From an optimization exercise on the open Yosys and OpenROAD flow, aimed at small area; shortcuts taken in it are not production practice. Only the layout flow was run in this run; the RTL was not checked for function there. Power figures rest on the tool's default switching activity, not on a simulated workload.

==> design.v <==
`timescale 1ns / 1ps
module clock_project_top (
        input CLK100MHZ,
        input por_n,
        input btn_rst, btn_set, btn_alm, btn_ent, btn_ret, btn_bstep,
        input [5:0] SW,
        input  rx,
        output tx,
        output reg [7:0] a_to_g,
        output reg [7:0] an,
        output reg [5:0] LED,
        output [2:0] I_RGB_LED, II_RGB_LED
    );
    parameter SEC_HI     = 299;
    parameter SCAN_W     = 10;
    parameter BLINK_BIT  = 18;
    parameter DELTA_MAX  = 3072;     
    parameter RBLINK_MAX = 153600;   
    function [11:0] lfsr12_term;
        input integer n;
        integer i;
        reg [11:0] s;
        begin
            s = 12'd0;
            for (i = 0; i < n; i = i + 1)
                s = {s[10:0], ~(s[11] ^ s[5] ^ s[3] ^ s[0])};
            lfsr12_term = s;
        end
    endfunction
    function [17:0] lfsr18_term;
        input integer n;
        integer i;
        reg [17:0] s;
        begin
            s = 18'd0;
            for (i = 0; i < n; i = i + 1)
                s = {s[16:0], ~(s[17] ^ s[10])};
            lfsr18_term = s;
        end
    endfunction
    localparam SEC_W   = SCAN_W + 9;
    localparam [SEC_W-1:0] SEC_LAST = ((SEC_HI + 1) << SCAN_W) - 1;
    localparam [11:0] DELTA_TERM = lfsr12_term(DELTA_MAX);
    localparam [17:0] RBLK_TERM  = lfsr18_term(RBLINK_MAX);
    wire clk = CLK100MHZ;
    wire por = ~por_n;
    reg [2:0] db_set, db_alm, db_ent, db_ret, db_bst;
    always @(posedge clk)
        if (por) begin
            db_set <= 3'b0;
            db_alm <= 3'b0;
            db_ent <= 3'b0;
            db_ret <= 3'b0;
            db_bst <= 3'b0;
        end else begin
            db_set <= {db_set[1:0], btn_set};
            db_alm <= {db_alm[1:0], btn_alm};
            db_ent <= {db_ent[1:0], btn_ent};
            db_ret <= {db_ret[1:0], btn_ret};
            db_bst <= {db_bst[1:0], btn_bstep};
        end
    wire set_p = db_set[0] & db_set[1] & ~db_set[2];
    wire alm_p = db_alm[0] & db_alm[1] & ~db_alm[2];
    wire ent_p = db_ent[0] & db_ent[1] & ~db_ent[2];
    wire ret_p = db_ret[0] & db_ret[1] & ~db_ret[2];
    wire bst_p = db_bst[0] & db_bst[1] & ~db_bst[2];
    reg [BLINK_BIT:0] fcnt;
    always @(posedge clk)
        if (por)
            fcnt <= 0;
        else
            fcnt <= fcnt + 1'b1;
    wire       blink   = fcnt[BLINK_BIT];
    wire [7:0] window  = fcnt[7:0];
    wire       os_tick = ~fcnt[0];
    reg [1:0] mode;
    wire m_set = mode[0];
    wire m_alm = mode[1];
    wire m_clk = ~(mode[0] | mode[1]);
    wire rst_time = m_clk & ~btn_rst;
    wire rst_set  = m_set & ~btn_rst;
    wire rst_alm  = m_alm & ~btn_rst;
    wire ent_set  = m_set & ent_p;
    wire bst_set  = m_set & bst_p;
    wire ent_alm  = m_alm & ent_p;
    wire bst_alm  = m_alm & bst_p;
    reg done, done_prev, load_set;
    reg alm_done;
    wire set_done_pulse = done & ~done_prev;
    reg [1:0] next_mode;
    always @(*) begin
        if (m_set)
            next_mode = (set_done_pulse | ret_p | ~btn_rst) ? 2'b00 : 2'b01;
        else if (m_alm)
            next_mode = (alm_done | ret_p | ~btn_rst) ? 2'b00 : 2'b10;
        else
            next_mode = set_p ? 2'b01 : (alm_p ? 2'b10 : 2'b00);
    end
    always @(posedge clk)
        if (por) begin
            mode      <= 2'b00;
            done_prev <= 1'b0;
            load_set  <= 1'b0;
        end else begin
            mode      <= next_mode;
            done_prev <= done;
            load_set  <= set_done_pulse;
        end
    reg       rx_r;
    reg [1:0] rxst;         
    reg [3:0] osb;
    reg [8:0] rsh;          
    reg       rx_done;
    wire [7:0] rxd = rsh[8:1];
    always @(posedge clk)
        if (por)
            rx_r <= 1'b1;
        else
            rx_r <= rx;
    always @(posedge clk) begin
        rx_done <= 1'b0;
        if (por)
            rxst <= 2'd0;
        else if (os_tick)
            case (rxst)
                2'd0: if (~rx_r) begin
                          rxst <= 2'd1;
                          osb  <= 4'd1;
                      end
                2'd1: if (osb == 4'd8) begin
                          if (~rx_r) begin
                              rxst <= 2'd2;
                              osb  <= 4'd0;
                          end else
                              rxst <= 2'd0;
                      end else
                          osb <= osb + 1'b1;
                2'd2: begin
                          osb <= osb + 1'b1;
                          if (osb == 4'd15 && rsh[1])
                              rxst <= 2'd3;
                      end
                2'd3: begin
                          osb <= osb + 1'b1;
                          if (osb == 4'd15) begin
                              rx_done <= rx_r;
                              rxst    <= 2'd0;
                          end
                      end
            endcase
    end
    always @(posedge clk)
        if (os_tick) begin
            if (rxst == 2'd1 && osb == 4'd8)
                rsh <= 9'h100;
            else if (rxst == 2'd2 && osb == 4'd15)
                rsh <= {rx_r, rsh[8:1]};
        end
    reg [2:0] cst;
    reg uart_set_pulse, uart_alm_pulse;
    reg [3:0] n_mon;
    reg [4:0] n_day, n_hour;    
    reg [5:0] n_min;
    always @(posedge clk)
        if (por) begin
            cst            <= 3'd0;
            uart_set_pulse <= 1'b0;
            uart_alm_pulse <= 1'b0;
        end else begin
            uart_set_pulse <= 1'b0;
            uart_alm_pulse <= 1'b0;
            if (rx_done)
                case (cst)
                    3'd0: if (rxd == 8'hAA) cst <= 3'd1;
                          else if (rxd == 8'hBB) cst <= 3'd6;
                    3'd1: cst <= (rxd >= 8'd1 && rxd <= 8'd12) ? 3'd2 : 3'd0;
                    3'd2: cst <= (rxd >= 8'd1 && rxd <= 8'd31) ? 3'd3 : 3'd0;
                    3'd3: cst <= (rxd < 8'd24) ? 3'd4 : 3'd0;
                    3'd4: cst <= (rxd < 8'd60) ? 3'd5 : 3'd0;
                    3'd5: begin
                              uart_set_pulse <= (rxd < 8'd60);
                              cst <= 3'd0;
                          end
                    3'd6: cst <= (rxd < 8'd24) ? 3'd7 : 3'd0;
                    3'd7: begin
                              uart_alm_pulse <= (rxd < 8'd60);
                              cst <= 3'd0;
                          end
                endcase
        end
    always @(posedge clk)
        if (rx_done)
            case (cst)
                3'd1: n_mon   <= rxd[3:0];
                3'd2: n_day   <= rxd[4:0];
                3'd3: n_hour  <= rxd[4:0];
                3'd4: n_min   <= rxd[5:0];
                3'd6: n_day   <= rxd[4:0];
                default: ;
            endcase
    wire [5:0] c59 = (SW > 6'd59) ? 6'd59 : SW;
    wire [4:0] c23 = (SW[4:0] > 5'd23) ? 5'd23 : SW[4:0];
    wire [3:0] c12 = (SW[3:0] > 4'd12) ? 4'd12 : ((SW[3:0] == 4'd0) ? 4'd1 : SW[3:0]);
    function [4:0] mdays4;
        input [3:0] m;
        case (m)
            4'd1, 4'd3, 4'd5, 4'd7, 4'd8, 4'd10, 4'd12: mdays4 = 5'd31;
            4'd4, 4'd6, 4'd9, 4'd11:                    mdays4 = 5'd30;
            default:                                     mdays4 = 5'd28;
        endcase
    endfunction
    localparam A_IDLE = 3'b000, A_ACT = 3'b001, A_WAKE = 3'b010,
               A_SH   = 3'b100, A_SM  = 3'b101, A_SD   = 3'b110;
    reg [2:0] ast;
    reg [4:0] alm_hour;
    reg [5:0] alm_min;
    wire ringing = (ast == A_WAKE);
    localparam S_MON = 3'd0, S_DAY = 3'd1, S_HOUR = 3'd2, S_MIN = 3'd3,
               S_SEC = 3'd4, S_DONE = 3'd5;
    reg [2:0] sst;
    reg [3:0] set_month;
    reg [4:0] set_hour;
    reg       set_day1;     
    reg [5:0] set_min, set_sec;
    always @(posedge clk)
        if (por) begin
            sst       <= S_MON;
            done      <= 1'b0;
            set_month <= 4'd0;
            set_day1  <= 1'b0;
            set_hour  <= 5'd0;
            set_min   <= 6'd0;
            set_sec   <= 6'd0;
        end else if (rst_set) begin
            sst       <= S_MON;
            done      <= 1'b0;
            set_month <= 4'd1;
            set_day1  <= 1'b1;
            set_hour  <= 5'd0;
            set_min   <= 6'd0;
            set_sec   <= 6'd0;
        end else if (ret_p)
            sst <= S_MON;
        else if (bst_set)
            case (sst)
                S_DAY:  sst <= S_MON;
                S_HOUR: sst <= S_DAY;
                S_MIN:  sst <= S_HOUR;
                S_SEC:  sst <= S_MIN;
                S_DONE: sst <= S_SEC;
                default: ;
            endcase
        else if (ent_set & ~ringing)
            case (sst)
                S_MON: begin
                    if (set_month > 4'd12) set_month <= 4'd12;
                    else if (set_month == 4'd0) set_month <= 4'd1;
                    else set_month <= SW[3:0];
                    sst <= S_DAY;
                end
                S_DAY: begin
                    set_day1 <= 1'b1;
                    sst <= S_HOUR;
                end
                S_HOUR: begin
                    set_hour <= c23;
                    sst <= S_MIN;
                end
                S_MIN: begin
                    set_min <= c59;
                    sst <= S_SEC;
                end
                S_SEC: begin
                    set_sec <= c59;
                    sst <= S_DONE;
                end
                S_DONE: begin
                    done <= 1'b1;
                    sst <= S_MON;
                end
                default: ;
            endcase
        else
            done <= 1'b0;
    wire [3:0] sm_nz = (set_month == 4'd0) ? 4'd1 : set_month;
    wire [4:0] dd_max = mdays4(sm_nz);
    wire [4:0] c_day = (SW[4:0] == 5'd0) ? 5'd1 : ((SW[4:0] > dd_max) ? dd_max : SW[4:0]);
    wire [5:0] disp_sec = (sst == S_SEC) ? (blink ? 6'd0 : c59) : set_sec;
    reg [SEC_W-1:0] q;        
    reg [5:0] sec, min;
    reg [4:0] hour;
    reg [6:0] day;
    reg       day_cout;
    reg [5:0] month;
    wire cy    = ((q & SEC_LAST) == SEC_LAST);
    wire sec59 = ((sec & 6'd59) == 6'd59);
    wire min59 = ((min & 6'd59) == 6'd59);
    wire hr23  = ((hour & 5'd23) == 5'd23);
    wire [4:0] max_days = mdays4(month[3:0]);
    wire load_time = load_set | uart_set_pulse;
    wire [5:0] l_sec   = uart_set_pulse ? rxd[5:0] : set_sec;
    wire [5:0] l_min   = uart_set_pulse ? n_min    : set_min;
    wire [4:0] l_hour  = uart_set_pulse ? n_hour   : set_hour;
    wire [4:0] l_day   = uart_set_pulse ? n_day    : {4'b0, set_day1};
    wire [3:0] l_month = uart_set_pulse ? n_mon    : set_month;
    wire ce_min   = cy & sec59;
    wire ce_hour  = ce_min & min59;
    wire ce_day   = ce_hour & hr23;
    wire ce_month = ce_day & day_cout;
    always @(posedge clk)
        if (por | rst_time | cy)
            q <= 0;
        else
            q <= q + 1'b1;
    always @(posedge clk)
        if (por) begin
            sec      <= 6'd0;
            min      <= 6'd0;
            hour     <= 5'd0;
            day      <= 7'd0;
            day_cout <= 1'b0;
            month    <= 6'd0;
        end else if (rst_time) begin
            sec      <= 6'd0;
            min      <= 6'd20;
            hour     <= 5'd4;
            day      <= 7'd17;
            day_cout <= 1'b0;
            month    <= 6'd8;
        end else if (load_time) begin
            sec      <= l_sec;
            min      <= l_min;
            hour     <= l_hour;
            day      <= {2'b00, l_day};
            day_cout <= 1'b0;
            month    <= {2'b00, l_month};
        end else begin
            if (cy)
                sec <= sec59 ? 6'd0 : sec + 1'b1;
            if (ce_min)
                min <= min59 ? 6'd0 : min + 1'b1;
            if (ce_hour)
                hour <= hr23 ? 5'd0 : hour + 1'b1;
            if (ce_day) begin
                if (day[5:0] == {1'b0, max_days}) begin
                    day      <= 7'd1;
                    day_cout <= 1'b1;
                end else begin
                    day      <= day + 1'b1;
                    day_cout <= 1'b0;
                end
            end
            if (ce_month)
                month <= (month == 6'd12) ? 6'd1 : month + 1'b1;
        end
    wire is_alarm_time = (ast == A_ACT) && (hour == alm_hour) &&
                         (min == alm_min) && (sec == 6'd0);
    always @(posedge clk)
        if (por | rst_alm) begin
            ast      <= A_IDLE;
            alm_hour <= 5'd0;
            alm_min  <= 6'd0;
            alm_done <= 1'b0;
        end else begin
            alm_done <= 1'b0;
            if (is_alarm_time)
                ast <= A_WAKE;
            else if (ringing & ent_alm)
                ast <= A_IDLE;
            else if ((ast == A_IDLE) & ent_alm)
                ast <= A_SH;
            else if (uart_alm_pulse) begin
                alm_hour <= n_day;
                alm_min  <= rxd[5:0];
                ast      <= A_ACT;
            end else if (ast[2]) begin
                if (ret_p)
                    ast <= A_IDLE;
                else if (bst_alm) begin
                    if (ast == A_SM) ast <= A_SH;
                    else if (ast == A_SD) ast <= A_SM;
                end else if (ent_alm)
                    case (ast)
                        A_SH: begin
                            alm_hour <= c23;
                            ast <= A_SM;
                        end
                        A_SM: begin
                            alm_min <= c59;
                            ast <= A_SD;
                        end
                        A_SD: begin
                            ast <= A_ACT;
                            alm_done <= 1'b1;
                        end
                        default: ;
                    endcase
            end else if ((ast == A_ACT) & ret_p)
                ast <= A_IDLE;
        end
    reg [11:0]        delta;
    reg [8:0]         valc;
    reg [17:0]        rbc;
    reg               rblink;
    reg [2:0]         rgb;
    always @(posedge clk)
        if (por) begin
            delta  <= 0;
            valc   <= 9'd0;
            rbc    <= 0;
            rblink <= 1'b0;
        end else begin
            if (delta == DELTA_TERM)
                delta <= 12'd0;
            else
                delta <= {delta[10:0], ~(delta[11] ^ delta[5] ^ delta[3] ^ delta[0])};
            if (delta == 12'd0)
                valc <= ((valc & 9'd383) == 9'd383) ? 9'd0 : valc + 1'b1;
            if (rbc == RBLK_TERM) begin
                rbc    <= 18'd0;
                rblink <= ~rblink;
            end else
                rbc <= {rbc[16:0], ~(rbc[17] ^ rbc[10])};
        end
    wire       wlow = ~|window[7:2];
    wire [6:0] incv = valc[6:0];
    wire [6:0] decv = ~valc[6:0];
    wire inc_on = wlow & ((|incv[6:2]) | (incv[1:0] > window[1:0]));
    wire dec_on = wlow & ((|decv[6:2]) | (decv[1:0] > window[1:0]));
    wire fade   = (ast == A_ACT);
    reg r_on, g_on, b_on;
    always @(*) begin
        r_on = 1'b0;
        g_on = 1'b0;
        b_on = 1'b0;
        if (ringing)
            r_on = rblink & ~&window;
        else if (fade)
            case (valc[8:7])
                2'b00: begin
                    r_on = inc_on;
                    g_on = dec_on;
                end
                2'b01: begin
                    r_on = dec_on;
                    b_on = inc_on;
                end
                default: begin
                    g_on = inc_on;
                    b_on = dec_on;
                end
            endcase
    end
    always @(posedge clk)
        if (por)
            rgb <= 3'b000;
        else
            rgb <= {r_on, g_on, b_on};
    assign I_RGB_LED  = rgb;
    assign II_RGB_LED = rgb;
    reg [1:0] tst;          
    reg [2:0] ttype;        
    reg       ustart;
    reg [3:0] r_mon;
    reg [4:0] r_day, r_hour;
    reg [5:0] r_min, r_sec;
    reg [9:0] tsh;          
    reg [4:0] baud;
    reg       tx_r;
    wire tbusy = |tsh;
    always @(posedge clk)
        if (por | ~btn_rst) begin
            ustart <= 1'b0;
            tst    <= 2'd0;
            r_mon  <= 4'd0;
            r_day  <= 5'd0;
            r_hour <= 5'd0;
            r_min  <= 6'd0;
            r_sec  <= 6'd0;
        end else if (~tbusy) begin
            case (tst)
                2'd0: begin
                    tst <= 2'd1;
                    if (month[3:0] != r_mon)
                        r_mon <= month[3:0];
                    else if (day[4:0] != r_day)
                        r_day <= day[4:0];
                    else if (hour != r_hour)
                        r_hour <= hour;
                    else if (min != r_min)
                        r_min <= min;
                    else if (sec != r_sec)
                        r_sec <= sec;
                    else
                        tst <= 2'd0;
                end
                2'd1: begin
                    ustart <= 1'b1;
                    tst <= 2'd2;
                end
                2'd2: begin
                    ustart <= 1'b1;
                    tst <= 2'd3;
                end
                2'd3: begin
                    ustart <= 1'b1;
                    tst <= 2'd0;
                end
            endcase
        end else
            ustart <= 1'b0;
    always @(posedge clk)
        if (~tbusy && tst == 2'd0) begin
            if (month[3:0] != r_mon)   ttype <= 3'd4;
            else if (day[4:0] != r_day) ttype <= 3'd3;
            else if (hour != r_hour)    ttype <= 3'd2;
            else if (min != r_min)      ttype <= 3'd1;
            else                        ttype <= 3'd0;
        end
    reg [5:0] tvalue;
    always @(*)
        case (ttype)
            3'd4:    tvalue = {2'b00, r_mon};
            3'd3:    tvalue = {1'b0, r_day};
            3'd2:    tvalue = {1'b0, r_hour};
            3'd1:    tvalue = r_min;
            default: tvalue = r_sec;
        endcase
    wire [7:0] tdata = (tst == 2'd2) ? {5'b10110, ttype} : {2'b00, tvalue};
    always @(posedge clk)
        if (por | ~btn_rst) begin
            tsh  <= 10'd0;
            baud <= 5'd0;
            tx_r <= 1'b1;
        end else if (~tbusy) begin
            baud <= 5'd0;
            tx_r <= 1'b1;
            if (ustart)
                tsh <= {1'b1, tdata, 1'b0};
        end else begin
            baud <= baud + 1'b1;
            tx_r <= tsh[0];
            if (&baud)
                tsh <= {1'b0, tsh[9:1]};
        end
    assign tx = tx_r;
    reg [SCAN_W-1:0] cnt_set, cnt_alm;
    always @(posedge clk)
        if (por | rst_set)
            cnt_set <= 0;
        else
            cnt_set <= cnt_set + 1'b1;
    always @(posedge clk)
        if (por | rst_alm)
            cnt_alm <= 0;
        else
            cnt_alm <= cnt_alm + 1'b1;
    wire [2:0] mpx = m_set ? cnt_set[SCAN_W-1:SCAN_W-3] :
                     m_alm ? cnt_alm[SCAN_W-1:SCAN_W-3] :
                             q[SCAN_W-1:SCAN_W-3];
    wire [1:0] pos = mpx[2:1];
    wire edit = (m_set & ~sst[2] & (sst[1:0] == ~pos)) |
                (m_alm & (((ast == A_SH) & (pos == 2'd1)) | ((ast == A_SM) & (pos == 2'd0))));
    reg [6:0] fval;
    always @(*)
        if (edit)
            case (pos)
                2'd0:    fval = {1'b0, c59};
                2'd1:    fval = {2'b0, c23};
                2'd2:    fval = {2'b0, c_day};
                default: fval = {3'b0, c12};
            endcase
        else
            case (pos)
                2'd0:    fval = m_set ? {1'b0, set_min}  : m_alm ? {1'b0, alm_min}  : {1'b0, min};
                2'd1:    fval = m_set ? {2'b0, set_hour} : m_alm ? {2'b0, alm_hour} : {2'b0, hour};
                2'd2:    fval = m_set ? 7'd1 : day;
                default: fval = m_set ? {3'b0, sm_nz} : {3'b0, month[3:0]};
            endcase
    wire [3:0] tens  = fval / 7'd10;
    wire [3:0] units = fval - tens * 4'd10;
    wire [3:0] digit = mpx[0] ? tens : units;
    reg [6:0] seg;
    always @(*)
        case (digit)
            4'd0: seg = 7'b0000001;
            4'd1: seg = 7'b1001111;
            4'd2: seg = 7'b0010010;
            4'd3: seg = 7'b0000110;
            4'd4: seg = 7'b1001100;
            4'd5: seg = 7'b0100100;
            4'd6: seg = 7'b0100000;
            4'd7: seg = 7'b0001111;
            4'd8: seg = 7'b0000000;
            default: seg = 7'b0000100;
        endcase
    wire blank_seg = m_alm & mpx[2];
    wire dp = ~(mpx[1] & ~mpx[0]);
    wire blank_dig = blink & edit;
    always @(*) begin
        a_to_g = blank_seg ? 8'hFF : {dp, seg};
        an     = blank_dig ? 8'hFF : ~(8'b1 << mpx);
        LED    = (~btn_rst | m_alm) ? 6'd0 : (m_set ? disp_sec : sec);
    end
endmodule
==> flow/run.sh <==
#!/bin/bash
# Own layout flow: the standard flow (standard.sh), except
#  - synthesis maps the logic with an area-oriented ABC script
#    (flow/abc_area.script) and leaves adders to ABC instead of the
#    half/full-adder cell map; registers are made exactly as in the
#    standard synthesis;
#  - port buffers use the smallest buffer cell;
#  - clock tree: larger sink clusters, no dummy loads.
# Each step's full output goes to a log file in this folder (and ORFS's
# own per-step logs under orfs/logs/).
set -euo pipefail
W=$(pwd)

# ORFS scripts folder with the ABC script replaced
mkdir -p "$W/scripts_area"
for f in "$FLOW_HOME"/scripts/*; do
    ln -sf "$f" "$W/scripts_area/"
done
rm -f "$W/scripts_area/abc_area.script" "$W/scripts_area/abc_speed.script"
cp "$W/flow/abc_area.script" "$W/scripts_area/abc_area.script"
cp "$W/flow/abc_area.script" "$W/scripts_area/abc_speed.script"

# synthesis
bash standard.sh SCRIPTS_DIR="$W/scripts_area" ADDER_MAP_FILE= synth > "$W/synth.log" 2>&1

# floorplan to final layout, standard scripts
export BUFFER_PORTS_ARGS="-buffer_cell sky130_fd_sc_hd__buf_1"
export CTS_ARGS="-sink_clustering_enable -repair_clock_nets -dont_use_dummy_load"
bash standard.sh finish > "$W/layout.log" 2>&1
==> flow/abc_area.script <==
strash
&get -n
&fraig -x
&put
scorr
dc2
dretime
strash
&get -n
&dch -f
&nf -R 1000
&put
strash
&get -n
&dch -f
&nf -R 1000
&put
==> flow/rtl/RGB_controller.v <==
// Merged into clock_project_top.v
==> flow/rtl/alarm_control.v <==
// Merged into clock_project_top.v
==> flow/rtl/bcd_unit_counter.v <==
// Merged into clock_project_top.v
==> flow/rtl/clock_project_top.v <==
`timescale 1ns / 1ps

/*
 * Module: clock_project_top
 * -------------------------
 * Desk clock with setting mode, alarm, multiplexed 7-segment display,
 * UART time/alarm loading and UART change reports.
 *
 * Area-reduced rewrite of the original multi-module design:
 *   - one shared display multiplexer and one 7-segment decoder for all
 *     three modes (the field to show is selected first, then converted
 *     to BCD once)
 *   - the clock-mode scan counter is the low part of the 1 Hz divider
 *     (one second is a whole number of display scans)
 *   - the setting and alarm blink counters, the RGB PWM window counter
 *     and the UART oversampling phase share one free-running counter
 *   - day of month kept in binary
 *   - UART receiver and transmitter use marker-bit shift registers
 *     instead of bit counters; the transmit sequencer takes the value
 *     byte from the last-reported time registers
 */
module clock_project_top (
        input CLK100MHZ,
        input por_n,
        input btn_rst, btn_set, btn_alm, btn_ent, btn_ret, btn_bstep,
        input [5:0] SW,
        input  rx,
        output tx,
        output reg [7:0] a_to_g,
        output reg [7:0] an,
        output reg [5:0] LED,
        output [2:0] I_RGB_LED, II_RGB_LED
    );

    // one second = (SEC_HI + 1) display scans of 2^SCAN_W cycles
    parameter SEC_HI     = 299;
    parameter SCAN_W     = 10;
    parameter BLINK_BIT  = 18;
    parameter DELTA_MAX  = 3072;    // RGB fade step - 1
    parameter RBLINK_MAX = 153600;  // RGB red blink toggle - 1


    // The RGB fade step and red blink dividers only need their wrap state,
    // so they count in XNOR LFSRs (from 0) instead of binary; *_TERM is the
    // state reached after DELTA_MAX / RBLINK_MAX steps.
    function [11:0] lfsr12_term;
        input integer n;
        integer i;
        reg [11:0] s;
        begin
            s = 12'd0;
            for (i = 0; i < n; i = i + 1)
                s = {s[10:0], ~(s[11] ^ s[5] ^ s[3] ^ s[0])};
            lfsr12_term = s;
        end
    endfunction

    function [17:0] lfsr18_term;
        input integer n;
        integer i;
        reg [17:0] s;
        begin
            s = 18'd0;
            for (i = 0; i < n; i = i + 1)
                s = {s[16:0], ~(s[17] ^ s[10])};
            lfsr18_term = s;
        end
    endfunction

    localparam SEC_W   = SCAN_W + 9;
    localparam [SEC_W-1:0] SEC_LAST = ((SEC_HI + 1) << SCAN_W) - 1;
    localparam [11:0] DELTA_TERM = lfsr12_term(DELTA_MAX);
    localparam [17:0] RBLK_TERM  = lfsr18_term(RBLINK_MAX);

    wire clk = CLK100MHZ;
    wire por = ~por_n;

    // ------------------------------------------------------------------
    // button edge detectors: {delay3, delay2, delay1}
    reg [2:0] db_set, db_alm, db_ent, db_ret, db_bst;

    always @(posedge clk)
        if (por) begin
            db_set <= 3'b0;
            db_alm <= 3'b0;
            db_ent <= 3'b0;
            db_ret <= 3'b0;
            db_bst <= 3'b0;
        end else begin
            db_set <= {db_set[1:0], btn_set};
            db_alm <= {db_alm[1:0], btn_alm};
            db_ent <= {db_ent[1:0], btn_ent};
            db_ret <= {db_ret[1:0], btn_ret};
            db_bst <= {db_bst[1:0], btn_bstep};
        end

    wire set_p = db_set[0] & db_set[1] & ~db_set[2];
    wire alm_p = db_alm[0] & db_alm[1] & ~db_alm[2];
    wire ent_p = db_ent[0] & db_ent[1] & ~db_ent[2];
    wire ret_p = db_ret[0] & db_ret[1] & ~db_ret[2];
    wire bst_p = db_bst[0] & db_bst[1] & ~db_bst[2];

    // ------------------------------------------------------------------
    // free-running counter: setting/alarm blink, RGB PWM window, UART
    // receiver oversampling phase
    reg [BLINK_BIT:0] fcnt;

    always @(posedge clk)
        if (por)
            fcnt <= 0;
        else
            fcnt <= fcnt + 1'b1;

    wire       blink   = fcnt[BLINK_BIT];
    wire [7:0] window  = fcnt[7:0];
    wire       os_tick = ~fcnt[0];

    // ------------------------------------------------------------------
    // mode: 00 clock, 01 setting, 10 alarm
    reg [1:0] mode;
    wire m_set = mode[0];
    wire m_alm = mode[1];
    wire m_clk = ~(mode[0] | mode[1]);

    wire rst_time = m_clk & ~btn_rst;
    wire rst_set  = m_set & ~btn_rst;
    wire rst_alm  = m_alm & ~btn_rst;
    wire ent_set  = m_set & ent_p;
    wire bst_set  = m_set & bst_p;
    wire ent_alm  = m_alm & ent_p;
    wire bst_alm  = m_alm & bst_p;

    reg done, done_prev, load_set;
    reg alm_done;
    wire set_done_pulse = done & ~done_prev;

    reg [1:0] next_mode;
    always @(*) begin
        if (m_set)
            next_mode = (set_done_pulse | ret_p | ~btn_rst) ? 2'b00 : 2'b01;
        else if (m_alm)
            next_mode = (alm_done | ret_p | ~btn_rst) ? 2'b00 : 2'b10;
        else
            next_mode = set_p ? 2'b01 : (alm_p ? 2'b10 : 2'b00);
    end

    always @(posedge clk)
        if (por) begin
            mode      <= 2'b00;
            done_prev <= 1'b0;
            load_set  <= 1'b0;
        end else begin
            mode      <= next_mode;
            done_prev <= done;
            load_set  <= set_done_pulse;
        end

    // ------------------------------------------------------------------
    // UART receiver (16x oversampling, one tick every other cycle)
    reg       rx_r;
    reg [1:0] rxst;        // 0 idle, 1 start, 2 data, 3 stop
    reg [3:0] osb;
    reg [8:0] rsh;         // {data, marker}
    reg       rx_done;
    wire [7:0] rxd = rsh[8:1];

    always @(posedge clk)
        if (por)
            rx_r <= 1'b1;
        else
            rx_r <= rx;

    always @(posedge clk) begin
        rx_done <= 1'b0;
        if (por)
            rxst <= 2'd0;
        else if (os_tick)
            case (rxst)
                2'd0: if (~rx_r) begin
                          rxst <= 2'd1;
                          osb  <= 4'd1;
                      end
                2'd1: if (osb == 4'd8) begin
                          if (~rx_r) begin
                              rxst <= 2'd2;
                              osb  <= 4'd0;
                          end else
                              rxst <= 2'd0;
                      end else
                          osb <= osb + 1'b1;
                2'd2: begin
                          osb <= osb + 1'b1;
                          if (osb == 4'd15 && rsh[1])
                              rxst <= 2'd3;
                      end
                2'd3: begin
                          osb <= osb + 1'b1;
                          if (osb == 4'd15) begin
                              rx_done <= rx_r;
                              rxst    <= 2'd0;
                          end
                      end
            endcase
    end

    always @(posedge clk)
        if (os_tick) begin
            if (rxst == 2'd1 && osb == 4'd8)
                rsh <= 9'h100;
            else if (rxst == 2'd2 && osb == 4'd15)
                rsh <= {rx_r, rsh[8:1]};
        end

    // ------------------------------------------------------------------
    // UART command decoder
    reg [2:0] cst;
    reg uart_set_pulse, uart_alm_pulse;
    reg [3:0] n_mon;
    reg [4:0] n_day, n_hour;   // n_day also holds the alarm hour
    reg [5:0] n_min;

    always @(posedge clk)
        if (por) begin
            cst            <= 3'd0;
            uart_set_pulse <= 1'b0;
            uart_alm_pulse <= 1'b0;
        end else begin
            uart_set_pulse <= 1'b0;
            uart_alm_pulse <= 1'b0;
            if (rx_done)
                case (cst)
                    3'd0: if (rxd == 8'hAA) cst <= 3'd1;
                          else if (rxd == 8'hBB) cst <= 3'd6;
                    3'd1: cst <= (rxd >= 8'd1 && rxd <= 8'd12) ? 3'd2 : 3'd0;
                    3'd2: cst <= (rxd >= 8'd1 && rxd <= 8'd31) ? 3'd3 : 3'd0;
                    3'd3: cst <= (rxd < 8'd24) ? 3'd4 : 3'd0;
                    3'd4: cst <= (rxd < 8'd60) ? 3'd5 : 3'd0;
                    3'd5: begin
                              uart_set_pulse <= (rxd < 8'd60);
                              cst <= 3'd0;
                          end
                    3'd6: cst <= (rxd < 8'd24) ? 3'd7 : 3'd0;
                    3'd7: begin
                              uart_alm_pulse <= (rxd < 8'd60);
                              cst <= 3'd0;
                          end
                endcase
        end

    // fields are only read after a complete command has rewritten them
    always @(posedge clk)
        if (rx_done)
            case (cst)
                3'd1: n_mon   <= rxd[3:0];
                3'd2: n_day   <= rxd[4:0];
                3'd3: n_hour  <= rxd[4:0];
                3'd4: n_min   <= rxd[5:0];
                3'd6: n_day   <= rxd[4:0];
                default: ;
            endcase

    // ------------------------------------------------------------------
    // switch clamps shared by setting and alarm modes
    wire [5:0] c59 = (SW > 6'd59) ? 6'd59 : SW;
    wire [4:0] c23 = (SW[4:0] > 5'd23) ? 5'd23 : SW[4:0];
    wire [3:0] c12 = (SW[3:0] > 4'd12) ? 4'd12 : ((SW[3:0] == 4'd0) ? 4'd1 : SW[3:0]);

    function [4:0] mdays4;
        input [3:0] m;
        case (m)
            4'd1, 4'd3, 4'd5, 4'd7, 4'd8, 4'd10, 4'd12: mdays4 = 5'd31;
            4'd4, 4'd6, 4'd9, 4'd11:                    mdays4 = 5'd30;
            default:                                     mdays4 = 5'd28;
        endcase
    endfunction

    // ------------------------------------------------------------------
    // alarm: 000 idle, 001 armed, 010 ringing, 100/101/110 set hour/minute/confirm
    localparam A_IDLE = 3'b000, A_ACT = 3'b001, A_WAKE = 3'b010,
               A_SH   = 3'b100, A_SM  = 3'b101, A_SD   = 3'b110;

    reg [2:0] ast;
    reg [4:0] alm_hour;
    reg [5:0] alm_min;
    wire ringing = (ast == A_WAKE);

    // ------------------------------------------------------------------
    // setting control
    localparam S_MON = 3'd0, S_DAY = 3'd1, S_HOUR = 3'd2, S_MIN = 3'd3,
               S_SEC = 3'd4, S_DONE = 3'd5;

    reg [2:0] sst;
    reg [3:0] set_month;
    reg [4:0] set_hour;
    reg       set_day1;    // the day step never takes the switches: stored day is 0 or 1
    reg [5:0] set_min, set_sec;


    always @(posedge clk)
        if (por) begin
            sst       <= S_MON;
            done      <= 1'b0;
            set_month <= 4'd0;
            set_day1  <= 1'b0;
            set_hour  <= 5'd0;
            set_min   <= 6'd0;
            set_sec   <= 6'd0;
        end else if (rst_set) begin
            sst       <= S_MON;
            done      <= 1'b0;
            set_month <= 4'd1;
            set_day1  <= 1'b1;
            set_hour  <= 5'd0;
            set_min   <= 6'd0;
            set_sec   <= 6'd0;
        end else if (ret_p)
            sst <= S_MON;
        else if (bst_set)
            case (sst)
                S_DAY:  sst <= S_MON;
                S_HOUR: sst <= S_DAY;
                S_MIN:  sst <= S_HOUR;
                S_SEC:  sst <= S_MIN;
                S_DONE: sst <= S_SEC;
                default: ;
            endcase
        else if (ent_set & ~ringing)
            case (sst)
                S_MON: begin
                    if (set_month > 4'd12) set_month <= 4'd12;
                    else if (set_month == 4'd0) set_month <= 4'd1;
                    else set_month <= SW[3:0];
                    sst <= S_DAY;
                end
                S_DAY: begin
                    set_day1 <= 1'b1;
                    sst <= S_HOUR;
                end
                S_HOUR: begin
                    set_hour <= c23;
                    sst <= S_MIN;
                end
                S_MIN: begin
                    set_min <= c59;
                    sst <= S_SEC;
                end
                S_SEC: begin
                    set_sec <= c59;
                    sst <= S_DONE;
                end
                S_DONE: begin
                    done <= 1'b1;
                    sst <= S_MON;
                end
                default: ;
            endcase
        else
            done <= 1'b0;

    wire [3:0] sm_nz = (set_month == 4'd0) ? 4'd1 : set_month;
    wire [4:0] dd_max = mdays4(sm_nz);
    wire [4:0] c_day = (SW[4:0] == 5'd0) ? 5'd1 : ((SW[4:0] > dd_max) ? dd_max : SW[4:0]);
    wire [5:0] disp_sec = (sst == S_SEC) ? (blink ? 6'd0 : c59) : set_sec;

    // ------------------------------------------------------------------
    // time keeping
    reg [SEC_W-1:0] q;       // 1 Hz divider; low SCAN_W bits scan the display
    reg [5:0] sec, min;
    reg [4:0] hour;
    reg [6:0] day;
    reg       day_cout;
    reg [5:0] month;

    // counters never pass their wrap value, so only its one bits are tested
    wire cy    = ((q & SEC_LAST) == SEC_LAST);
    wire sec59 = ((sec & 6'd59) == 6'd59);
    wire min59 = ((min & 6'd59) == 6'd59);
    wire hr23  = ((hour & 5'd23) == 5'd23);

    // the day counter and the display see only the low 4 bits of month
    wire [4:0] max_days = mdays4(month[3:0]);

    wire load_time = load_set | uart_set_pulse;
    wire [5:0] l_sec   = uart_set_pulse ? rxd[5:0] : set_sec;
    wire [5:0] l_min   = uart_set_pulse ? n_min    : set_min;
    wire [4:0] l_hour  = uart_set_pulse ? n_hour   : set_hour;
    wire [4:0] l_day   = uart_set_pulse ? n_day    : {4'b0, set_day1};
    wire [3:0] l_month = uart_set_pulse ? n_mon    : set_month;

    wire ce_min   = cy & sec59;
    wire ce_hour  = ce_min & min59;
    wire ce_day   = ce_hour & hr23;
    wire ce_month = ce_day & day_cout;

    always @(posedge clk)
        if (por | rst_time | cy)
            q <= 0;
        else
            q <= q + 1'b1;

    always @(posedge clk)
        if (por) begin
            sec      <= 6'd0;
            min      <= 6'd0;
            hour     <= 5'd0;
            day      <= 7'd0;
            day_cout <= 1'b0;
            month    <= 6'd0;
        end else if (rst_time) begin
            sec      <= 6'd0;
            min      <= 6'd20;
            hour     <= 5'd4;
            day      <= 7'd17;
            day_cout <= 1'b0;
            month    <= 6'd8;
        end else if (load_time) begin
            sec      <= l_sec;
            min      <= l_min;
            hour     <= l_hour;
            day      <= {2'b00, l_day};
            day_cout <= 1'b0;
            month    <= {2'b00, l_month};
        end else begin
            if (cy)
                sec <= sec59 ? 6'd0 : sec + 1'b1;
            if (ce_min)
                min <= min59 ? 6'd0 : min + 1'b1;
            if (ce_hour)
                hour <= hr23 ? 5'd0 : hour + 1'b1;
            if (ce_day) begin
                if (day[5:0] == {1'b0, max_days}) begin
                    day      <= 7'd1;
                    day_cout <= 1'b1;
                end else begin
                    day      <= day + 1'b1;
                    day_cout <= 1'b0;
                end
            end
            if (ce_month)
                month <= (month == 6'd12) ? 6'd1 : month + 1'b1;
        end

    // ------------------------------------------------------------------
    // alarm control
    wire is_alarm_time = (ast == A_ACT) && (hour == alm_hour) &&
                         (min == alm_min) && (sec == 6'd0);

    always @(posedge clk)
        if (por | rst_alm) begin
            ast      <= A_IDLE;
            alm_hour <= 5'd0;
            alm_min  <= 6'd0;
            alm_done <= 1'b0;
        end else begin
            alm_done <= 1'b0;
            if (is_alarm_time)
                ast <= A_WAKE;
            else if (ringing & ent_alm)
                ast <= A_IDLE;
            else if ((ast == A_IDLE) & ent_alm)
                ast <= A_SH;
            else if (uart_alm_pulse) begin
                alm_hour <= n_day;
                alm_min  <= rxd[5:0];
                ast      <= A_ACT;
            end else if (ast[2]) begin
                if (ret_p)
                    ast <= A_IDLE;
                else if (bst_alm) begin
                    if (ast == A_SM) ast <= A_SH;
                    else if (ast == A_SD) ast <= A_SM;
                end else if (ent_alm)
                    case (ast)
                        A_SH: begin
                            alm_hour <= c23;
                            ast <= A_SM;
                        end
                        A_SM: begin
                            alm_min <= c59;
                            ast <= A_SD;
                        end
                        A_SD: begin
                            ast <= A_ACT;
                            alm_done <= 1'b1;
                        end
                        default: ;
                    endcase
            end else if ((ast == A_ACT) & ret_p)
                ast <= A_IDLE;
        end


    // ------------------------------------------------------------------
    // RGB LEDs
    reg [11:0]        delta;
    reg [8:0]         valc;
    reg [17:0]        rbc;
    reg               rblink;
    reg [2:0]         rgb;

    always @(posedge clk)
        if (por) begin
            delta  <= 0;
            valc   <= 9'd0;
            rbc    <= 0;
            rblink <= 1'b0;
        end else begin
            if (delta == DELTA_TERM)
                delta <= 12'd0;
            else
                delta <= {delta[10:0], ~(delta[11] ^ delta[5] ^ delta[3] ^ delta[0])};
            if (delta == 12'd0)
                valc <= ((valc & 9'd383) == 9'd383) ? 9'd0 : valc + 1'b1;
            if (rbc == RBLK_TERM) begin
                rbc    <= 18'd0;
                rblink <= ~rblink;
            end else
                rbc <= {rbc[16:0], ~(rbc[17] ^ rbc[10])};
        end

    wire       wlow = ~|window[7:2];
    wire [6:0] incv = valc[6:0];
    wire [6:0] decv = ~valc[6:0];
    wire inc_on = wlow & ((|incv[6:2]) | (incv[1:0] > window[1:0]));
    wire dec_on = wlow & ((|decv[6:2]) | (decv[1:0] > window[1:0]));
    wire fade   = (ast == A_ACT);

    reg r_on, g_on, b_on;
    always @(*) begin
        r_on = 1'b0;
        g_on = 1'b0;
        b_on = 1'b0;
        if (ringing)
            r_on = rblink & ~&window;
        else if (fade)
            case (valc[8:7])
                2'b00: begin
                    r_on = inc_on;
                    g_on = dec_on;
                end
                2'b01: begin
                    r_on = dec_on;
                    b_on = inc_on;
                end
                default: begin
                    g_on = inc_on;
                    b_on = dec_on;
                end
            endcase
    end

    always @(posedge clk)
        if (por)
            rgb <= 3'b000;
        else
            rgb <= {r_on, g_on, b_on};

    assign I_RGB_LED  = rgb;
    assign II_RGB_LED = rgb;

    // ------------------------------------------------------------------
    // UART report sequencer
    reg [1:0] tst;         // 0 idle, 1 type, 2 marker, 3 value
    reg [2:0] ttype;       // report type byte is 0xB0 + ttype
    reg       ustart;
    reg [3:0] r_mon;
    reg [4:0] r_day, r_hour;
    reg [5:0] r_min, r_sec;

    reg [9:0] tsh;         // {marker, data, start bit}; zero when idle
    reg [4:0] baud;
    reg       tx_r;
    wire tbusy = |tsh;

    always @(posedge clk)
        if (por | ~btn_rst) begin
            ustart <= 1'b0;
            tst    <= 2'd0;
            r_mon  <= 4'd0;
            r_day  <= 5'd0;
            r_hour <= 5'd0;
            r_min  <= 6'd0;
            r_sec  <= 6'd0;
        end else if (~tbusy) begin
            case (tst)
                2'd0: begin
                    tst <= 2'd1;
                    if (month[3:0] != r_mon)
                        r_mon <= month[3:0];
                    else if (day[4:0] != r_day)
                        r_day <= day[4:0];
                    else if (hour != r_hour)
                        r_hour <= hour;
                    else if (min != r_min)
                        r_min <= min;
                    else if (sec != r_sec)
                        r_sec <= sec;
                    else
                        tst <= 2'd0;
                end
                2'd1: begin
                    ustart <= 1'b1;
                    tst <= 2'd2;
                end
                2'd2: begin
                    ustart <= 1'b1;
                    tst <= 2'd3;
                end
                2'd3: begin
                    ustart <= 1'b1;
                    tst <= 2'd0;
                end
            endcase
        end else
            ustart <= 1'b0;

    always @(posedge clk)
        if (~tbusy && tst == 2'd0) begin
            if (month[3:0] != r_mon)   ttype <= 3'd4;
            else if (day[4:0] != r_day) ttype <= 3'd3;
            else if (hour != r_hour)    ttype <= 3'd2;
            else if (min != r_min)      ttype <= 3'd1;
            else                        ttype <= 3'd0;
        end

    // the transmitter takes a byte one cycle after the sequencer's type
    // step (sequencer then in its marker step) or value step (then idle)
    reg [5:0] tvalue;
    always @(*)
        case (ttype)
            3'd4:    tvalue = {2'b00, r_mon};
            3'd3:    tvalue = {1'b0, r_day};
            3'd2:    tvalue = {1'b0, r_hour};
            3'd1:    tvalue = r_min;
            default: tvalue = r_sec;
        endcase
    wire [7:0] tdata = (tst == 2'd2) ? {5'b10110, ttype} : {2'b00, tvalue};

    always @(posedge clk)
        if (por | ~btn_rst) begin
            tsh  <= 10'd0;
            baud <= 5'd0;
            tx_r <= 1'b1;
        end else if (~tbusy) begin
            baud <= 5'd0;
            tx_r <= 1'b1;
            if (ustart)
                tsh <= {1'b1, tdata, 1'b0};
        end else begin
            baud <= baud + 1'b1;
            tx_r <= tsh[0];
            if (&baud)
                tsh <= {1'b0, tsh[9:1]};
        end

    assign tx = tx_r;

    // ------------------------------------------------------------------
    // display
    reg [SCAN_W-1:0] cnt_set, cnt_alm;

    always @(posedge clk)
        if (por | rst_set)
            cnt_set <= 0;
        else
            cnt_set <= cnt_set + 1'b1;

    always @(posedge clk)
        if (por | rst_alm)
            cnt_alm <= 0;
        else
            cnt_alm <= cnt_alm + 1'b1;

    wire [2:0] mpx = m_set ? cnt_set[SCAN_W-1:SCAN_W-3] :
                     m_alm ? cnt_alm[SCAN_W-1:SCAN_W-3] :
                             q[SCAN_W-1:SCAN_W-3];

    // field shown: 0 minute, 1 hour, 2 day, 3 month
    wire [1:0] pos = mpx[2:1];

    // field being edited from the switches (also the one blinked off)
    wire edit = (m_set & ~sst[2] & (sst[1:0] == ~pos)) |
                (m_alm & (((ast == A_SH) & (pos == 2'd1)) | ((ast == A_SM) & (pos == 2'd0))));

    reg [6:0] fval;
    always @(*)
        if (edit)
            case (pos)
                2'd0:    fval = {1'b0, c59};
                2'd1:    fval = {2'b0, c23};
                2'd2:    fval = {2'b0, c_day};
                default: fval = {3'b0, c12};
            endcase
        else
            case (pos)
                2'd0:    fval = m_set ? {1'b0, set_min}  : m_alm ? {1'b0, alm_min}  : {1'b0, min};
                2'd1:    fval = m_set ? {2'b0, set_hour} : m_alm ? {2'b0, alm_hour} : {2'b0, hour};
                2'd2:    fval = m_set ? 7'd1 : day;
                default: fval = m_set ? {3'b0, sm_nz} : {3'b0, month[3:0]};
            endcase

    wire [3:0] tens  = fval / 7'd10;
    wire [3:0] units = fval - tens * 4'd10;
    wire [3:0] digit = mpx[0] ? tens : units;

    reg [6:0] seg;
    always @(*)
        case (digit)
            4'd0: seg = 7'b0000001;
            4'd1: seg = 7'b1001111;
            4'd2: seg = 7'b0010010;
            4'd3: seg = 7'b0000110;
            4'd4: seg = 7'b1001100;
            4'd5: seg = 7'b0100100;
            4'd6: seg = 7'b0100000;
            4'd7: seg = 7'b0001111;
            4'd8: seg = 7'b0000000;
            default: seg = 7'b0000100;
        endcase

    wire blank_seg = m_alm & mpx[2];
    wire dp = ~(mpx[1] & ~mpx[0]);

    wire blank_dig = blink & edit;

    always @(*) begin
        a_to_g = blank_seg ? 8'hFF : {dp, seg};
        an     = blank_dig ? 8'hFF : ~(8'b1 << mpx);
        LED    = (~btn_rst | m_alm) ? 6'd0 : (m_set ? disp_sec : sec);
    end

endmodule
==> flow/rtl/day_counter.v <==
// Merged into clock_project_top.v
==> flow/rtl/debouncer.v <==
// Merged into clock_project_top.v
==> flow/rtl/hex7seg.v <==
// Merged into clock_project_top.v
==> flow/rtl/hexled.v <==
// Merged into clock_project_top.v
==> flow/rtl/rategen.v <==
// Merged into clock_project_top.v
==> flow/rtl/set_control.v <==
// Merged into clock_project_top.v
==> flow/rtl/time_core.v <==
// Merged into clock_project_top.v
==> flow/rtl/uart_rx.v <==
// Merged into clock_project_top.v
==> flow/rtl/uart_tx.v <==
// Merged into clock_project_top.v
==> standard.sh <==
#!/bin/bash
# synth_recipe.tcl (not shown) runs the flow's synth.tcl, then flattens the netlist and writes it again
# the make line also repeats each setting of config.mk as NAME=value (left out here)
make -C /OpenROAD-flow-scripts/flow DESIGN_CONFIG=/design/flow/config.mk WORK_HOME=/design/flow/orfs CLKGATE_MAP_FILE= SYNTH_SCRIPT=/design/flow/synth_recipe.tcl "${@:-finish}"
==> config.mk <==
export PLATFORM = sky130hd
export DESIGN_NAME = clock_project_top
export DESIGN_NICKNAME = clock_project_top
export VERILOG_FILES = /design/flow/design.v
export SDC_FILE = /design/flow/constraint.sdc
export NUM_CORES = 4
export LEC_CHECK = 0
export CAP_MARGIN = 20
export CORE_MARGIN = 2
export CORE_UTILIZATION = 40
export SLEW_MARGIN = 20
==> constraint.sdc <==
create_clock -name core_clock -period 20.0 [get_ports {CLK100MHZ}]
set_input_delay 4.0000 -clock core_clock [delete_from_list [all_inputs] [get_ports {CLK100MHZ}]]
set_output_delay 4.0000 -clock core_clock [all_outputs]
set_load 0.01 [all_outputs]
==> run notes <==
[cells in the mapped netlist, types with 33 or more instances]
library cell,count,share of area [%]
dfxtp_1,246,39
xnor2_1,33,2.3
clkinv_1,33,0.99
nor2_1,204,6.1
edfxtp_1,35,8.4
nor3_1,68,2.7
a21oi_1,153,6.1
nand2_1,118,3.5
and3_1,35,1.7
o21ai_0,106,4.2
and2_0,67,3.3
[worst paths after layout]
| path | start | end | slack, ns |
|---|---|---|---|
| hold / removal | done_prev$_SDFF_PN0_ | load_set$_SDFF_PN0_ | 0.43 |
| setup reg to reg | q[0]$_SDFF_PP0_ | month[5]$_SDFFE_PP0P_ | 16.77 |
| hold reg to reg | done_prev$_SDFF_PN0_ | load_set$_SDFF_PN0_ | 0.43 |
| setup / recovery | SW[4] | a_to_g[1] | 7.92 |
[per-layer routing]
metal  share of wire (%)  wire length [µm]
met1                  45             16090
met5                   0                 0
met2                  45             16240
met3                 6.8              2428
met4                 3.3              1197
[where the power goes]
| part | internal (mW) | switching, mW | total (mW) | leakage [nW] |
|---|---|---|---|---|
| clock network | 0.252 | 0.201 | 0.453 | 0.357 |
| registers | 0.581 | 0.0107 | 0.591 | 2.31 |
| logic | 0.0271 | 0.0515 | 0.0786 | 2.16 |
| total | 0.860 | 0.264 | 1.12 | 4.83 |
[flip-flops by register name, summed over array words and instances (netlist names), 6 cells and up, named ones only]
signal   flops
alm_min      6
cnt_alm     10
cnt_set     10
day          7
delta       12
fcnt        19
min          6
month        6
n_min        6
q           19
r_min        6
r_sec        6
rbc         18
rsh          8
sec          6
set_min      6
set_sec      6
tsh         10
valc         9
[final cells by class]
class                      count  area (µm²)  area share (%)
multi-input combinational   1132        6419           45.77
sequential                   281        5977           42.62
clock buffer                  29       725.7           5.175
tap                          396       495.5           3.533
timing repair buffer          59       282.8           2.016
inverter                      33       123.9          0.8833
[kinds of logic (layout without fill, tap and decap cells)]
kind of cell	after synthesis	count (layout)	share of synthesized area, %
xor gates and xnor gates	49	49	3.427
DFF	281	281	47.72
buffers and inverters	36	121	1.169
muxes	31	31	2.488
AOI/OAI and AO/OA	433	433	21.40
adders and majority gates	1	1	0.07993
and+or+nand+nor	618	618	23.72
[placed cells by master, fill, tap and decap left out, drive strengths merged, types with 26 or more instances in the layout]
| master | Yosys | routed |
|---|---|---|
| edfxtp | 35 | 35 |
| buf | 3 | 58 |
| and3 | 35 | 35 |
| o21ai | 106 | 106 |
| dfxtp | 246 | 246 |
| nor2 | 204 | 204 |
| nand3 | 30 | 30 |
| and2 | 67 | 67 |
| xnor2 | 33 | 33 |
| mux2i | 30 | 30 |
| nand2 | 118 | 118 |
| clkinv | 33 | 33 |
| a21oi | 153 | 153 |
| a211oi | 26 | 26 |
| nor3 | 68 | 68 |
| clkbuf | 0 | 30 |
[critical path, cell delays in order]
cell and delay (ns):
buf_1 0.34, a31o_1 0.30, o21ai_0 0.17, mux2_1 0.37
a21oi_1 0.14, a21oi_1 0.09, nand2b_1 0.18, xnor2_1 0.26
o211a_1 0.22, and2_0 0.16, nand2b_1 0.12, nand3_1 0.10
o21ai_0 0.21, and2_0 0.28, nor2_1 0.07, nand2_1 0.06
o21ai_0 0.21, o21ai_0 0.30, nand2b_1 0.09, o21ai_0 0.21
buf_1 0.20
==> reports/metrics.yaml <==
die:
  io_pins: 44
  dieHeight_um: 180.9
  fp.coreArea_um2: 30750
  dieArea_um2: 32740
  die_w_um: 180.9
  rows: 64
  start_util_pct: 40.73
placement:
  post-dp-hpwl_mm: 25.67
  dp_cells: 1901
  place_area_um2: 13290
  gp_congestion: 0.9352
  pre_cts_ws_ns: 8.062
  numPortBuffers: 43
layout:
  nFillCells: 3075
  stdcell_area_um2: 14020
  areaGrowthSynthToFinish_pct: 11.98
  diodes: 0
  fin_cells: 1930
  drive_above_1_share_pct: 3.325
  fin_util_pct: 45.61
  num-nets-final: 1551
route:
  drc_errors: 0
  wl_per_cell_um: 18.63
  routed_wl_mm: 35.95
  vias_per_cell: 5.912
  drtIter0Drc: 1101
  antenna_left: 0
  route.vias.total: 11410
  drtPass1Iterations: 6
critical_path:
  end_kind: "output port"
  arrival_ns: 8.08
  reg2reg_depth: 13
  cp-start-kind: "input port"
  crit_required_ns: 16.00
  criticalPathCategory: "in -> out"
  cp_max_fo: 9
sta:
  period_minus_slack_ns: 12.08
  whs_ns: 0.4279
  slew_headroom_pct: 21.07
  worst_slew_pin_slew_ns: 1.173
  finClkSkew_ns: 0.04812
  worst_slack_ns: 7.923
  setup_viol: 0
  max_freq_mhz: 82.80
  setup_tns_ns: 0
  hold_violations: 0
  post-route-period-util_pct: 60.39
  final_max_slew_viol_count: 0
  rsz0062_at_grt: "no"
synth:
  seq_area_frac_synth_pct: 47.72
  async_flop_share_pct: 0
  ys_warn_count: 1
  synth_nets: 1464
  syn_avg_cell_area_um2: 8.643
  synth_area_um2: 12520
  syn_inst: 1449
  synth_flop_cell: "dfxtp_1"
  synth_edf_count: 35
  yosysUniqueCellTypes: 60
  synth_seq_cells: 281
global_route:
  grt.overflow.total: 0
  met2_usage_pct: 34.85
  track_usage_pct: 21.45
  grt_use_met1_pct: 29.30
  antenna_found_initial: 0
  top_usage_layer: "met2"
  grt_pass1_vias: 10520
  grt_pass1_wl_mm: 57.11
  grt_start_max_net_pins: 59
  met3_usage_pct: 3.165
power:
  ir_drop_mv: 0.05968
  power_density_nw_per_um2: 80.11
  power_leakage_nw: 4.832
  power.total_mw: 1.123
clock_network:
  clk_pin_slew_worst_paths_ns: 0.06
  clock_path_buffers: 3
  h-tree-depth: 1
  clock_sinks: 281
  cts_tree: "done"
  ctsHoldBuffers: 0
  post_cts_buffers: 0
  clockRootBuffer: "clkbuf_16"
  clk_latency_ns: 0.56
  cts_buffers: 29
  cts.repair.resized: 0
flow_run:
  cap_viol_max_count: 0
hold_path:
  min_path_type: "reg -> reg"
  hold_path_depth: 1
outcome:
  status: "finished clean"

what the ideal ports hide:
The flow's constraints put no driver on any port. The routed layout listed below was extracted and timed again, unchanged, in two steps. Step 1 assumes that a clkbuf_16 drives the clock port and a buf_2 every other input. Step 2 moves the port delays by t, midway between the first and last clock arrival at a register: inputs arrive t later, outputs are due t later. That takes back most of the time a late clock gives input paths. a / b / c = ideal / step 1 / step 2; a / b = the first two.
shift t [ns]: 0.586
setup slack, ns: 7.923 / 7.897 / 7.897
hold slack, ns: 0.428 / 0.428 / 0.428
slew at the worst register clock pin (ns): 0.06 / 0.06
After both steps this run still meets setup and hold. For this run, drivers alone change the setup slack by -0.026 ns; drivers and shift together by -0.026 ns.
